This is an optimization exercise on Yosys and OpenROAD, whose aim is small area, a short achievable clock period and few clock cycles, not a production implementation.
No run shown here included a check of the RTL's function; only the layout flow was run.
Power is estimated from default activity; no workload was simulated.

## flow/design.v (module list and top-level ports; edited modules follow where they fit)
// module std_fp_smult_pipe: 3704 lines
// module mul_fa: 4 lines
// module mul_ha: 4 lines
// module mul_xor2: 3 lines
// module mul_and2: 3 lines
// module mul_enc: 4 lines
// module mul_x: 3 lines
// module mul_s: 3 lines
// module mul_sn: 3 lines
module std_fp_smult_pipe #(
    parameter WIDTH = 32,
    parameter INT_WIDTH = 16,
    parameter FRAC_WIDTH = 16
) (
    input  [WIDTH-1:0]              left,
    input  [WIDTH-1:0]              right,
    input  logic                    reset,
    input  logic                    go,
    input  logic                    clk,
    output logic [WIDTH-1:0]        out,
    output logic                    done
);
  // ...
==> flow/flow/run.sh <==
#!/bin/bash
# Layout flow: the standard ORFS flow (standard.sh, unchanged synthesis),
# with extra ORFS variables from flow/extra.env (port buffer cell choice and
# timing-repair options). Each tool's full output is in orfs/logs/...; the
# make output is in standard.log.
set -euo pipefail
here=$(pwd)
set -a
source "$here/flow/extra.env"
set +a
bash "$here/standard.sh" > "$here/standard.log" 2>&1
==> flow/flow/extra.env <==
BUFFER_PORTS_ARGS="-buffer_cell sky130_fd_sc_hd__buf_4"
==> flow/standard.sh <==
#!/bin/bash
# synth_recipe.tcl (not shown) runs the flow's synth.tcl, then flattens the netlist and writes it again
# the make line also repeats each setting of config.mk as NAME=value (left out here)
make -C /OpenROAD-flow-scripts/flow DESIGN_CONFIG=/design/flow/config.mk WORK_HOME=/design/flow/orfs CLKGATE_MAP_FILE= SYNTH_SCRIPT=/design/flow/synth_recipe.tcl "${@:-finish}"
==> flow/config.mk <==
export PLATFORM = sky130hd
export DESIGN_NAME = std_fp_smult_pipe
export DESIGN_NICKNAME = std_fp_smult_pipe
export VERILOG_FILES = /design/flow/design.v
export SDC_FILE = /design/flow/constraint.sdc
export NUM_CORES = 4
export LEC_CHECK = 0
export CAP_MARGIN = 20
export CORE_MARGIN = 2
export CORE_UTILIZATION = 40
export SETUP_SLACK_MARGIN = 2.75
export SLEW_MARGIN = 20
export SYNTH_HIERARCHICAL = 1
==> flow/constraint.sdc <==
create_clock -name core_clock -period 7.5 [get_ports {clk}]
set_input_delay 1.5000 -clock core_clock [delete_from_list [all_inputs] [get_ports {clk}]]
set_output_delay 1.5000 -clock core_clock [all_outputs]
set_load 0.01 [all_outputs]
==> results.cfg, run 1 <==
[run_status]
status = no timing/DRC/antenna violations

[critical_path]
start_kind = flip-flop
path_cells = fa_1 > xor2_2 > ha_4 > o211ai_1 > buf_4 > a211oi_2 > buf_4 > o2111ai_4 > o211ai_4 > nand3_4 > o211ai_4 > a31oi_4 > xnor2_1 > buf_4
slowest_delay_ns = 0.59
critical_path_class = reg2out
worstSetupStartpoint = r17_0
cp_common_cell = buf_4
crit_required_ns = 6.00
cp_top_family = compound AO/OA/AOI/OAI gates

[power]
clock_power_share_pct = 4.2
power_switching_mw = 5.38
power_leader = combinational logic
ir_drop_mv = 0.372
p_comb_share_pct = 86.3

[layout]
fillers = 4703
regArea_um2 = 1970
final_layout_size_suffix_gt1_share_pct = 14.9
area_share_clock_buf_inv_pct = 1.16
largest_class = multi-input combinational cells
buffer_area_share_pct = 7.60
utilization_pct = 47.0

[synth]
synth.top_cell.area_share_pct = 36.4
synth_fp_nets = 2326
synthSimpleGateAreaFrac_pct = 3.37
netlist_instances = 1800

[timing]
fin_crit_sh_pct = 67.4
final_max_slew_viol_count = 0
finalSetupViolations = 0
tns_ns = 0

[routing]
wl_met1_mm = 28.9
wl_met2_mm = 32.7
wl_met3_mm = 5.82
vias_per_cell = 6.10

[min_path]
hold_end = done_r

[global_routing]
grt_max_degree = 42
grt_usage_pct = 26.1

[floorplan]
initial_core_util_pct = 40.5
chipHeight_um = 232

[placed_design]
placed_cell_area_um2 = 22500
gp_congestion = 0.898

[cts]
clk_pin_slew_worst_paths_ns = 0.07
htreeDepth = 3
==> run 2, diff against run 1 <==
--- a/flow/design.v
+++ b/flow/design.v
@@ -3505,172 +3505,270 @@
   mul_xor2 ufp30 (.a(c848), .b(s849), .y(fp30));
   mul_and2 ufg30 (.a(c848), .b(s849), .y(fg30));
   wire fp31, fg31;
   mul_xor2 ufp31 (.a(c850), .b(s851), .y(fp31));
   mul_and2 ufg31 (.a(c850), .b(s851), .y(fg31));
   wire fG0c = fg0 | (fp0 & rc);
   wire fG0_1 = fg1 | (fp1 & fG0c);
   wire fP0_1 = fp1 & fp0;
+  wire fG0_2 = fg2 | (fp2 & fg1);
+  wire fP0_2 = fp2 & fp1;
   wire fG0_3 = fg3 | (fp3 & fg2);
   wire fP0_3 = fp3 & fp2;
+  wire fG0_4 = fg4 | (fp4 & fg3);
+  wire fP0_4 = fp4 & fp3;
   wire fG0_5 = fg5 | (fp5 & fg4);
   wire fP0_5 = fp5 & fp4;
+  wire fG0_6 = fg6 | (fp6 & fg5);
+  wire fP0_6 = fp6 & fp5;
   wire fG0_7 = fg7 | (fp7 & fg6);
   wire fP0_7 = fp7 & fp6;
+  wire fG0_8 = fg8 | (fp8 & fg7);
+  wire fP0_8 = fp8 & fp7;
   wire fG0_9 = fg9 | (fp9 & fg8);
   wire fP0_9 = fp9 & fp8;
+  wire fG0_10 = fg10 | (fp10 & fg9);
+  wire fP0_10 = fp10 & fp9;
   wire fG0_11 = fg11 | (fp11 & fg10);
   wire fP0_11 = fp11 & fp10;
+  wire fG0_12 = fg12 | (fp12 & fg11);
+  wire fP0_12 = fp12 & fp11;
   wire fG0_13 = fg13 | (fp13 & fg12);
   wire fP0_13 = fp13 & fp12;
+  wire fG0_14 = fg14 | (fp14 & fg13);
+  wire fP0_14 = fp14 & fp13;
   wire fG0_15 = fg15 | (fp15 & fg14);
   wire fP0_15 = fp15 & fp14;
+  wire fG0_16 = fg16 | (fp16 & fg15);
+  wire fP0_16 = fp16 & fp15;
   wire fG0_17 = fg17 | (fp17 & fg16);
   wire fP0_17 = fp17 & fp16;
+  wire fG0_18 = fg18 | (fp18 & fg17);
+  wire fP0_18 = fp18 & fp17;
   wire fG0_19 = fg19 | (fp19 & fg18);
   wire fP0_19 = fp19 & fp18;
+  wire fG0_20 = fg20 | (fp20 & fg19);
+  wire fP0_20 = fp20 & fp19;
   wire fG0_21 = fg21 | (fp21 & fg20);
   wire fP0_21 = fp21 & fp20;
+  wire fG0_22 = fg22 | (fp22 & fg21);
+  wire fP0_22 = fp22 & fp21;
   wire fG0_23 = fg23 | (fp23 & fg22);
   wire fP0_23 = fp23 & fp22;
+  wire fG0_24 = fg24 | (fp24 & fg23);
+  wire fP0_24 = fp24 & fp23;
   wire fG0_25 = fg25 | (fp25 & fg24);
   wire fP0_25 = fp25 & fp24;
+  wire fG0_26 = fg26 | (fp26 & fg25);
+  wire fP0_26 = fp26 & fp25;
   wire fG0_27 = fg27 | (fp27 & fg26);
   wire fP0_27 = fp27 & fp26;
+  wire fG0_28 = fg28 | (fp28 & fg27);
+  wire fP0_28 = fp28 & fp27;
   wire fG0_29 = fg29 | (fp29 & fg28);
   wire fP0_29 = fp29 & fp28;
+  wire fG0_30 = fg30 | (fp30 & fg29);
+  wire fP0_30 = fp30 & fp29;
   wire fG0_31 = fg31 | (fp31 & fg30);
   wire fP0_31 = fp31 & fp30;
-  wire fG1_2 = fg2 | (fp2 & fG0_1);
-  wire fP1_2 = fp2 & fP0_1;
+  wire fG1_2 = fG0_2 | (fP0_2 & fG0c);
+  wire fP1_2 = fP0_2 & fp0;
   wire fG1_3 = fG0_3 | (fP0_3 & fG0_1);
   wire fP1_3 = fP0_3 & fP0_1;
-  wire fG1_6 = fg6 | (fp6 & fG0_5);
-  wire fP1_6 = fp6 & fP0_5;
+  wire fG1_4 = fG0_4 | (fP0_4 & fG0_2);
+  wire fP1_4 = fP0_4 & fP0_2;
+  wire fG1_5 = fG0_5 | (fP0_5 & fG0_3);
+  wire fP1_5 = fP0_5 & fP0_3;
+  wire fG1_6 = fG0_6 | (fP0_6 & fG0_4);
+  wire fP1_6 = fP0_6 & fP0_4;
   wire fG1_7 = fG0_7 | (fP0_7 & fG0_5);
   wire fP1_7 = fP0_7 & fP0_5;
-  wire fG1_10 = fg10 | (fp10 & fG0_9);
-  wire fP1_10 = fp10 & fP0_9;
+  wire fG1_8 = fG0_8 | (fP0_8 & fG0_6);
+  wire fP1_8 = fP0_8 & fP0_6;
+  wire fG1_9 = fG0_9 | (fP0_9 & fG0_7);
+  wire fP1_9 = fP0_9 & fP0_7;
+  wire fG1_10 = fG0_10 | (fP0_10 & fG0_8);
+  wire fP1_10 = fP0_10 & fP0_8;
   wire fG1_11 = fG0_11 | (fP0_11 & fG0_9);
   wire fP1_11 = fP0_11 & fP0_9;
-  wire fG1_14 = fg14 | (fp14 & fG0_13);
-  wire fP1_14 = fp14 & fP0_13;
+  wire fG1_12 = fG0_12 | (fP0_12 & fG0_10);
+  wire fP1_12 = fP0_12 & fP0_10;
+  wire fG1_13 = fG0_13 | (fP0_13 & fG0_11);
+  wire fP1_13 = fP0_13 & fP0_11;
+  wire fG1_14 = fG0_14 | (fP0_14 & fG0_12);
+  wire fP1_14 = fP0_14 & fP0_12;
   wire fG1_15 = fG0_15 | (fP0_15 & fG0_13);
   wire fP1_15 = fP0_15 & fP0_13;
-  wire fG1_18 = fg18 | (fp18 & fG0_17);
-  wire fP1_18 = fp18 & fP0_17;
+  wire fG1_16 = fG0_16 | (fP0_16 & fG0_14);
+  wire fP1_16 = fP0_16 & fP0_14;
+  wire fG1_17 = fG0_17 | (fP0_17 & fG0_15);
+  wire fP1_17 = fP0_17 & fP0_15;
+  wire fG1_18 = fG0_18 | (fP0_18 & fG0_16);
+  wire fP1_18 = fP0_18 & fP0_16;
   wire fG1_19 = fG0_19 | (fP0_19 & fG0_17);
   wire fP1_19 = fP0_19 & fP0_17;
-  wire fG1_22 = fg22 | (fp22 & fG0_21);
-  wire fP1_22 = fp22 & fP0_21;
+  wire fG1_20 = fG0_20 | (fP0_20 & fG0_18);
+  wire fP1_20 = fP0_20 & fP0_18;
+  wire fG1_21 = fG0_21 | (fP0_21 & fG0_19);
+  wire fP1_21 = fP0_21 & fP0_19;
+  wire fG1_22 = fG0_22 | (fP0_22 & fG0_20);
+  wire fP1_22 = fP0_22 & fP0_20;
   wire fG1_23 = fG0_23 | (fP0_23 & fG0_21);
   wire fP1_23 = fP0_23 & fP0_21;
-  wire fG1_26 = fg26 | (fp26 & fG0_25);
-  wire fP1_26 = fp26 & fP0_25;
+  wire fG1_24 = fG0_24 | (fP0_24 & fG0_22);
+  wire fP1_24 = fP0_24 & fP0_22;
+  wire fG1_25 = fG0_25 | (fP0_25 & fG0_23);
+  wire fP1_25 = fP0_25 & fP0_23;
+  wire fG1_26 = fG0_26 | (fP0_26 & fG0_24);
+  wire fP1_26 = fP0_26 & fP0_24;
   wire fG1_27 = fG0_27 | (fP0_27 & fG0_25);
   wire fP1_27 = fP0_27 & fP0_25;
-  wire fG1_30 = fg30 | (fp30 & fG0_29);
-  wire fP1_30 = fp30 & fP0_29;
+  wire fG1_28 = fG0_28 | (fP0_28 & fG0_26);
+  wire fP1_28 = fP0_28 & fP0_26;
+  wire fG1_29 = fG0_29 | (fP0_29 & fG0_27);
+  wire fP1_29 = fP0_29 & fP0_27;
+  wire fG1_30 = fG0_30 | (fP0_30 & fG0_28);
+  wire fP1_30 = fP0_30 & fP0_28;
   wire fG1_31 = fG0_31 | (fP0_31 & fG0_29);
   wire fP1_31 = fP0_31 & fP0_29;
-  wire fG2_4 = fg4 | (fp4 & fG1_3);
-  wire fP2_4 = fp4 & fP1_3;
-  wire fG2_5 = fG0_5 | (fP0_5 & fG1_3);
-  wire fP2_5 = fP0_5 & fP1_3;
-  wire fG2_6 = fG1_6 | (fP1_6 & fG1_3);
-  wire fP2_6 = fP1_6 & fP1_3;
+  wire fG2_4 = fG1_4 | (fP1_4 & fG0c);
+  wire fP2_4 = fP1_4 & fp0;
+  wire fG2_5 = fG1_5 | (fP1_5 & fG0_1);
+  wire fP2_5 = fP1_5 & fP0_1;
+  wire fG2_6 = fG1_6 | (fP1_6 & fG1_2);
+  wire fP2_6 = fP1_6 & fP1_2;
   wire fG2_7 = fG1_7 | (fP1_7 & fG1_3);
   wire fP2_7 = fP1_7 & fP1_3;
-  wire fG2_12 = fg12 | (fp12 & fG1_11);
-  wire fP2_12 = fp12 & fP1_11;
-  wire fG2_13 = fG0_13 | (fP0_13 & fG1_11);
-  wire fP2_13 = fP0_13 & fP1_11;
-  wire fG2_14 = fG1_14 | (fP1_14 & fG1_11);
-  wire fP2_14 = fP1_14 & fP1_11;
+  wire fG2_8 = fG1_8 | (fP1_8 & fG1_4);
+  wire fP2_8 = fP1_8 & fP1_4;
+  wire fG2_9 = fG1_9 | (fP1_9 & fG1_5);
+  wire fP2_9 = fP1_9 & fP1_5;
+  wire fG2_10 = fG1_10 | (fP1_10 & fG1_6);
+  wire fP2_10 = fP1_10 & fP1_6;
+  wire fG2_11 = fG1_11 | (fP1_11 & fG1_7);
+  wire fP2_11 = fP1_11 & fP1_7;
+  wire fG2_12 = fG1_12 | (fP1_12 & fG1_8);
+  wire fP2_12 = fP1_12 & fP1_8;
+  wire fG2_13 = fG1_13 | (fP1_13 & fG1_9);
+  wire fP2_13 = fP1_13 & fP1_9;
+  wire fG2_14 = fG1_14 | (fP1_14 & fG1_10);
+  wire fP2_14 = fP1_14 & fP1_10;
   wire fG2_15 = fG1_15 | (fP1_15 & fG1_11);
   wire fP2_15 = fP1_15 & fP1_11;
-  wire fG2_20 = fg20 | (fp20 & fG1_19);
-  wire fP2_20 = fp20 & fP1_19;
-  wire fG2_21 = fG0_21 | (fP0_21 & fG1_19);
-  wire fP2_21 = fP0_21 & fP1_19;
-  wire fG2_22 = fG1_22 | (fP1_22 & fG1_19);
-  wire fP2_22 = fP1_22 & fP1_19;
+  wire fG2_16 = fG1_16 | (fP1_16 & fG1_12);
+  wire fP2_16 = fP1_16 & fP1_12;
+  wire fG2_17 = fG1_17 | (fP1_17 & fG1_13);
+  wire fP2_17 = fP1_17 & fP1_13;
+  wire fG2_18 = fG1_18 | (fP1_18 & fG1_14);
+  wire fP2_18 = fP1_18 & fP1_14;
+  wire fG2_19 = fG1_19 | (fP1_19 & fG1_15);
+  wire fP2_19 = fP1_19 & fP1_15;
+  wire fG2_20 = fG1_20 | (fP1_20 & fG1_16);
+  wire fP2_20 = fP1_20 & fP1_16;
+  wire fG2_21 = fG1_21 | (fP1_21 & fG1_17);
+  wire fP2_21 = fP1_21 & fP1_17;
+  wire fG2_22 = fG1_22 | (fP1_22 & fG1_18);
+  wire fP2_22 = fP1_22 & fP1_18;
   wire fG2_23 = fG1_23 | (fP1_23 & fG1_19);
   wire fP2_23 = fP1_23 & fP1_19;
-  wire fG2_28 = fg28 | (fp28 & fG1_27);
-  wire fP2_28 = fp28 & fP1_27;
-  wire fG2_29 = fG0_29 | (fP0_29 & fG1_27);
-  wire fP2_29 = fP0_29 & fP1_27;
-  wire fG2_30 = fG1_30 | (fP1_30 & fG1_27);
-  wire fP2_30 = fP1_30 & fP1_27;
+  wire fG2_24 = fG1_24 | (fP1_24 & fG1_20);
+  wire fP2_24 = fP1_24 & fP1_20;
+  wire fG2_25 = fG1_25 | (fP1_25 & fG1_21);
+  wire fP2_25 = fP1_25 & fP1_21;
+  wire fG2_26 = fG1_26 | (fP1_26 & fG1_22);
+  wire fP2_26 = fP1_26 & fP1_22;
+  wire fG2_27 = fG1_27 | (fP1_27 & fG1_23);
+  wire fP2_27 = fP1_27 & fP1_23;
+  wire fG2_28 = fG1_28 | (fP1_28 & fG1_24);
+  wire fP2_28 = fP1_28 & fP1_24;
+  wire fG2_29 = fG1_29 | (fP1_29 & fG1_25);
+  wire fP2_29 = fP1_29 & fP1_25;
+  wire fG2_30 = fG1_30 | (fP1_30 & fG1_26);
+  wire fP2_30 = fP1_30 & fP1_26;
   wire fG2_31 = fG1_31 | (fP1_31 & fG1_27);
   wire fP2_31 = fP1_31 & fP1_27;
-  wire fG3_8 = fg8 | (fp8 & fG2_7);
-  wire fP3_8 = fp8 & fP2_7;
-  wire fG3_9 = fG0_9 | (fP0_9 & fG2_7);
-  wire fP3_9 = fP0_9 & fP2_7;
-  wire fG3_10 = fG1_10 | (fP1_10 & fG2_7);
-  wire fP3_10 = fP1_10 & fP2_7;
-  wire fG3_11 = fG1_11 | (fP1_11 & fG2_7);
-  wire fP3_11 = fP1_11 & fP2_7;
-  wire fG3_12 = fG2_12 | (fP2_12 & fG2_7);
-  wire fP3_12 = fP2_12 & fP2_7;
-  wire fG3_13 = fG2_13 | (fP2_13 & fG2_7);
-  wire fP3_13 = fP2_13 & fP2_7;
-  wire fG3_14 = fG2_14 | (fP2_14 & fG2_7);
-  wire fP3_14 = fP2_14 & fP2_7;
+  wire fG3_8 = fG2_8 | (fP2_8 & fG0c);
+  wire fP3_8 = fP2_8 & fp0;
+  wire fG3_9 = fG2_9 | (fP2_9 & fG0_1);
+  wire fP3_9 = fP2_9 & fP0_1;
+  wire fG3_10 = fG2_10 | (fP2_10 & fG1_2);
+  wire fP3_10 = fP2_10 & fP1_2;
+  wire fG3_11 = fG2_11 | (fP2_11 & fG1_3);
+  wire fP3_11 = fP2_11 & fP1_3;
+  wire fG3_12 = fG2_12 | (fP2_12 & fG2_4);
+  wire fP3_12 = fP2_12 & fP2_4;
+  wire fG3_13 = fG2_13 | (fP2_13 & fG2_5);
+  wire fP3_13 = fP2_13 & fP2_5;
+  wire fG3_14 = fG2_14 | (fP2_14 & fG2_6);
+  wire fP3_14 = fP2_14 & fP2_6;
   wire fG3_15 = fG2_15 | (fP2_15 & fG2_7);
   wire fP3_15 = fP2_15 & fP2_7;
-  wire fG3_24 = fg24 | (fp24 & fG2_23);
-  wire fP3_24 = fp24 & fP2_23;
-  wire fG3_25 = fG0_25 | (fP0_25 & fG2_23);
-  wire fP3_25 = fP0_25 & fP2_23;
-  wire fG3_26 = fG1_26 | (fP1_26 & fG2_23);
-  wire fP3_26 = fP1_26 & fP2_23;
-  wire fG3_27 = fG1_27 | (fP1_27 & fG2_23);
-  wire fP3_27 = fP1_27 & fP2_23;
-  wire fG3_28 = fG2_28 | (fP2_28 & fG2_23);
-  wire fP3_28 = fP2_28 & fP2_23;
-  wire fG3_29 = fG2_29 | (fP2_29 & fG2_23);
-  wire fP3_29 = fP2_29 & fP2_23;
-  wire fG3_30 = fG2_30 | (fP2_30 & fG2_23);
-  wire fP3_30 = fP2_30 & fP2_23;
+  wire fG3_16 = fG2_16 | (fP2_16 & fG2_8);
+  wire fP3_16 = fP2_16 & fP2_8;
+  wire fG3_17 = fG2_17 | (fP2_17 & fG2_9);
+  wire fP3_17 = fP2_17 & fP2_9;
+  wire fG3_18 = fG2_18 | (fP2_18 & fG2_10);
+  wire fP3_18 = fP2_18 & fP2_10;
+  wire fG3_19 = fG2_19 | (fP2_19 & fG2_11);
+  wire fP3_19 = fP2_19 & fP2_11;
+  wire fG3_20 = fG2_20 | (fP2_20 & fG2_12);
+  wire fP3_20 = fP2_20 & fP2_12;
+  wire fG3_21 = fG2_21 | (fP2_21 & fG2_13);
+  wire fP3_21 = fP2_21 & fP2_13;
+  wire fG3_22 = fG2_22 | (fP2_22 & fG2_14);
+  wire fP3_22 = fP2_22 & fP2_14;
+  wire fG3_23 = fG2_23 | (fP2_23 & fG2_15);
+  wire fP3_23 = fP2_23 & fP2_15;
+  wire fG3_24 = fG2_24 | (fP2_24 & fG2_16);
+  wire fP3_24 = fP2_24 & fP2_16;
+  wire fG3_25 = fG2_25 | (fP2_25 & fG2_17);
+  wire fP3_25 = fP2_25 & fP2_17;
+  wire fG3_26 = fG2_26 | (fP2_26 & fG2_18);
+  wire fP3_26 = fP2_26 & fP2_18;
+  wire fG3_27 = fG2_27 | (fP2_27 & fG2_19);
+  wire fP3_27 = fP2_27 & fP2_19;
+  wire fG3_28 = fG2_28 | (fP2_28 & fG2_20);
+  wire fP3_28 = fP2_28 & fP2_20;
+  wire fG3_29 = fG2_29 | (fP2_29 & fG2_21);
+  wire fP3_29 = fP2_29 & fP2_21;
+  wire fG3_30 = fG2_30 | (fP2_30 & fG2_22);
+  wire fP3_30 = fP2_30 & fP2_22;
   wire fG3_31 = fG2_31 | (fP2_31 & fG2_23);
   wire fP3_31 = fP2_31 & fP2_23;
-  wire fG4_16 = fg16 | (fp16 & fG3_15);
-  wire fP4_16 = fp16 & fP3_15;
-  wire fG4_17 = fG0_17 | (fP0_17 & fG3_15);
-  wire fP4_17 = fP0_17 & fP3_15;
-  wire fG4_18 = fG1_18 | (fP1_18 & fG3_15);
-  wire fP4_18 = fP1_18 & fP3_15;
-  wire fG4_19 = fG1_19 | (fP1_19 & fG3_15);
-  wire fP4_19 = fP1_19 & fP3_15;
-  wire fG4_20 = fG2_20 | (fP2_20 & fG3_15);
-  wire fP4_20 = fP2_20 & fP3_15;
-  wire fG4_21 = fG2_21 | (fP2_21 & fG3_15);
-  wire fP4_21 = fP2_21 & fP3_15;
-  wire fG4_22 = fG2_22 | (fP2_22 & fG3_15);
-  wire fP4_22 = fP2_22 & fP3_15;
-  wire fG4_23 = fG2_23 | (fP2_23 & fG3_15);
-  wire fP4_23 = fP2_23 & fP3_15;
-  wire fG4_24 = fG3_24 | (fP3_24 & fG3_15);
-  wire fP4_24 = fP3_24 & fP3_15;
-  wire fG4_25 = fG3_25 | (fP3_25 & fG3_15);
-  wire fP4_25 = fP3_25 & fP3_15;
-  wire fG4_26 = fG3_26 | (fP3_26 & fG3_15);
-  wire fP4_26 = fP3_26 & fP3_15;
-  wire fG4_27 = fG3_27 | (fP3_27 & fG3_15);
-  wire fP4_27 = fP3_27 & fP3_15;
-  wire fG4_28 = fG3_28 | (fP3_28 & fG3_15);
-  wire fP4_28 = fP3_28 & fP3_15;
-  wire fG4_29 = fG3_29 | (fP3_29 & fG3_15);
-  wire fP4_29 = fP3_29 & fP3_15;
-  wire fG4_30 = fG3_30 | (fP3_30 & fG3_15);
-  wire fP4_30 = fP3_30 & fP3_15;
+  wire fG4_16 = fG3_16 | (fP3_16 & fG0c);
+  wire fP4_16 = fP3_16 & fp0;
+  wire fG4_17 = fG3_17 | (fP3_17 & fG0_1);
+  wire fP4_17 = fP3_17 & fP0_1;
+  wire fG4_18 = fG3_18 | (fP3_18 & fG1_2);
+  wire fP4_18 = fP3_18 & fP1_2;
+  wire fG4_19 = fG3_19 | (fP3_19 & fG1_3);
+  wire fP4_19 = fP3_19 & fP1_3;
+  wire fG4_20 = fG3_20 | (fP3_20 & fG2_4);
+  wire fP4_20 = fP3_20 & fP2_4;
+  wire fG4_21 = fG3_21 | (fP3_21 & fG2_5);
+  wire fP4_21 = fP3_21 & fP2_5;
+  wire fG4_22 = fG3_22 | (fP3_22 & fG2_6);
+  wire fP4_22 = fP3_22 & fP2_6;
+  wire fG4_23 = fG3_23 | (fP3_23 & fG2_7);
+  wire fP4_23 = fP3_23 & fP2_7;
+  wire fG4_24 = fG3_24 | (fP3_24 & fG3_8);
+  wire fP4_24 = fP3_24 & fP3_8;
+  wire fG4_25 = fG3_25 | (fP3_25 & fG3_9);
+  wire fP4_25 = fP3_25 & fP3_9;
+  wire fG4_26 = fG3_26 | (fP3_26 & fG3_10);
+  wire fP4_26 = fP3_26 & fP3_10;
+  wire fG4_27 = fG3_27 | (fP3_27 & fG3_11);
+  wire fP4_27 = fP3_27 & fP3_11;
+  wire fG4_28 = fG3_28 | (fP3_28 & fG3_12);
+  wire fP4_28 = fP3_28 & fP3_12;
+  wire fG4_29 = fG3_29 | (fP3_29 & fG3_13);
+  wire fP4_29 = fP3_29 & fP3_13;
+  wire fG4_30 = fG3_30 | (fP3_30 & fG3_14);
+  wire fP4_30 = fP3_30 & fP3_14;
   wire fG4_31 = fG3_31 | (fP3_31 & fG3_15);
   wire fP4_31 = fP3_31 & fP3_15;
   wire fs0 = fp0 ^ rc;
   wire fs1 = fp1 ^ fG0c;
   wire fs2 = fp2 ^ fG0_1;
   wire fs3 = fp3 ^ fG1_2;
   wire fs4 = fp4 ^ fG1_3;
   wire fs5 = fp5 ^ fG2_4;
@@ -3711,16 +3809,27 @@
   assign co = a & b;
 endmodule
 module mul_xor2 (input a, input b, output y);
   assign y = a ^ b;
 endmodule
 module mul_and2 (input a, input b, output y);
   assign y = a & b;
 endmodule
+module mul_enc3 (input b2, input b1, input b0, output one, output onen, output t);
+  assign one = b1 ^ b0;
+  assign onen = ~(b1 ^ b0);
+  assign t = b2 ^ b1;
+endmodule
+module mul_s3 (input a, input b, input p, input pn, input t, output y);
+  assign y = (a & p) | (b & pn & t);
+endmodule
+module mul_s3n (input a, input b, input p, input pn, input t, output y);
+  assign y = ~((a & p) | (b & pn & t));
+endmodule
 module mul_enc (input b2, input b1, input b0, output one, output two);
   assign one = b1 ^ b0;
   assign two = (b2 & ~b1 & ~b0) | (~b2 & b1 & b0);
 endmodule
 module mul_x (input a, input n, output y);
   assign y = a ^ n;
 endmodule
 module mul_s (input a, input b, input p, input q, output y);
==> run 2 against run 1 <==
  * Still clean
  * Routed wire length increased by 5.3%
  * Maximum frequency increased by 5.6%
  * Clock-buffer cell count decreased by 1
  * Sequential share of layout area decreased by 0.27 points
  * Sequential cell count unchanged
  * Sequential power about the same
  * Highest routed layer unchanged
==> results.cfg, run 2 <==
[run_status]
status = no timing/DRC/antenna violations

[timing]
worst_slack_ns = 2.71
slew_headroom_pct = 43.6
final_max_slew_viol_count = 0
whs_ns = 1.28
hold_viol = 0
fin_crit_sh_pct = 63.9
finalSetupViolations = 0
finalCriticalPeriod_ns = 4.79
grt_setup_unrepaired = true
tns_ns = 0
tightest_slew_ns = 0.845
timing.fmax_mhz = 209

[global_routing]
grt_pass1_vias = 17837
grt_overflow = 0
grt_max_degree = 42
grt_pass1_wl_mm = 108
grt_usage_pct = 25.4
antenna_found_initial = 0

[layout]
finalNetCount = 2605
final_layout_size_suffix_gt1_share_pct = 14.7
insertedDiodeCount = 0
finalInstanceArea_um2 = 25000
final_common_cell = xor2_1
utilization_pct = 47.4
synthToLayoutAreaGrowth_pct = 16.7
final_cell_mix = 489 x xor2_1, 456 x a22o_1, 368 x fa_1

[placed_design]
port-buffer-count = 99
place_ws_ns = 1.53
hpwl_mm = 54.6
gp_congestion = 0.889
placed_cell_area_um2 = 23000

[synth]
synthArstFlopShare_pct = 0
syn_area_um2 = 21400
synth_enable_flop_cells = 0
synth.avg_cell_area_um2 = 11.1
synth_cell_types = 51
yosys_warnings = 7
synth.top_cell.area_share_pct = 35.4
ys_seq_area_share_pct = 9.16
synth.area.top_cells = fa_1 35%, xor2_1 21%, a22o_1 19%
netlist_instances = 1924
ys_top_cells_by_count = 506 x xor2_1, 456 x a22o_1, 379 x fa_1, 98 x dfxtp_1, 76 x ha_1
ys_ff_latch = 98
synth_fp_nets = 2446
synth_most_common_cell = xor2_1
synthFlopType = dfxtp_1
yosysTopAreaCell = fa_1

[critical_path]
crit_required_ns = 6.00
crit_slowest_cell = fa_2
critical_path_class = reg2out
start_kind = flip-flop
slowest_delay_ns = 0.61
worstSetupStartpoint = r17_2
path_cells = fa_2 > xor2_2 > ha_4 > o211ai_1 > buf_4 > a21oi_4 > o2111ai_4 > a21oi_4 > buf_6 > nand3_4 > a221o_1 > buf_6
cp_max_fo = 4
cp-end-kind = output port
crit_end = out[24]
cp.arrival_ns = 3.29

[power]
cellPowerDensity_nw_per_um2 = 512
ir_drop_mv = 0.368
power.leakage_nw = 10.6

[routing]
drt_iter0_markers = 1736
wl_per_cell_um = 26.6
antenna_left = 0
routed_wl_mm = 73.8
first_pass_iters = 6
vias_per_cell = 6.21
drc_errors = 0
num_vias = 17252

[floorplan]
coreArea_um2 = 52800
die_w_um = 235
ios = 100
initial_core_util_pct = 40.6
fp.dieArea_um2 = 55400
rows = 84
chipHeight_um = 235

[cts]
cts_hold_buf = 0
clk_pin_slew_worst_paths_ns = 0.09
cts_tree = built
cts_buffers = 9
cts.path.max_buffers = 2
cts-root-buf = clkbuf_16
htreeDepth = 3
clock-sinks = 98

[flow_run]
maxCapViolations = 0

[min_path]
min_path_type = in2reg
run 2: per-stage QoR:
stage	std cells	total power [mW]
after floorplan	1924	8.72
after global placement	2684	11.3
after detailed placement	2684	11.4
after CTS	2747	12.5
after global routing	2776	14.0
final	2776	12.8
run 2: worst min path at each step:
stage,from,to,cells after the start
floorplan,reset,done_r,1
global placement,reset,done_r,2
detailed placement,reset,done_r,2
CTS,reset,done_r,2
global route,reset,done_r,2
finish,reset,done_r,2
run 2: metal layers:
layer	up-vias	wire, µm	global-route usage, %
met4	0	2500	7.53
li1	7296	-	-
met5	-	0	0
met1	8938	31100	34.5
met3	164	6420	4.77
met2	854	33700	41.3
run 2: cell type report:
cell class / instances / area (µm²)
Tap cell: 688 / 861
Timing Repair Buffer: 179 / 1840
Sequential cell: 98 / 1970
Multi-Input combinational cell: 1757 / 19800
Inverter: 38 / 143
Clock buffer: 10 / 239
Fill cell: 4864 / 27800
Clock inverter: 6 / 120
run 2: cell families after synthesis:
group           count (synthesis)  synth area share (%)
fa+ha+maj                     455                  39.9
mux                             2                0.0935
buf+inv                        77                  2.02
flops                          98                  9.16
xor+xnor                      522                  21.3
simple gates                  180                  4.59
compound gates                590                  22.9
run 2: critical path, delay by kind of cell, from the launching register on:
family                     cells  cell delay (ns)
and+or+nand+nor                1             0.06
AOI/OAI and AO/OA              5             1.11
DFF                            1             0.33
adders and majority gates      2             0.77
buffers and inverters          3             0.42
xor gates and xnor gates       1             0.20
run 2: power breakdown:
part           switching, mW  internal [mW]
Sequential             0.149          0.905
Clock                  0.230          0.340
Combinational           6.21           4.95
Total                   6.59           6.20
run 2: modules after synthesis, one instance, submodules excluded, excerpt:
module | cell area [µm²] | cells
mul_ha | 12.5 | 1
mul_x | 8.76 | 1
mul_sn | 12.5 | 1
mul_and2 | 6.26 | 1
mul_fa | 20.0 | 1
mul_xor2 | 8.76 | 1
run 2: what timing repair did:
| action | CTS | global route |
|---|---|---|
| endpoints found under the setup margin | 91 | 41 |
| setup buffers | 40 | 20 |
| hold endpoints to repair | 0 | 0 |
| pin swaps | 29 | 32 |
| gates cloned | 7 | 9 |
| gates resized for setup | 91 | 66 |

-- static timing again, ports no longer ideal --
How much do the figures lean on ideal ports? The routed layouts below were timed once more, with nothing changed but the port constraints. Step 1, drivers: a clkbuf_16 drives clk and a buf_2 each remaining input, both assumed. Step 2, shift: input delay + t, output delay - t, t = (earliest + latest rising clock arrival at the registers) / 2. This alone moves slack from input paths to output paths. Three values: no drivers, after step 1, after step 2; two values: the first two.
run | t, ns | setup slack, ns | hold WS [ns] | worst register clock-pin slew, ns
run 1 | 0.454 | 2.443 / 2.385 / 2.214 | 1.256 / 1.225 / 1.679 | 0.09 / 0.09
run 2 | 0.421 | 2.709 / 2.641 / 2.219 | 1.277 / 1.252 / 1.674 | 0.09 / 0.09
After both steps every run listed still meets setup and hold. The setup slack of run 2, which loses most, moves by -0.068 ns with the drivers and by -0.490 ns with both steps.
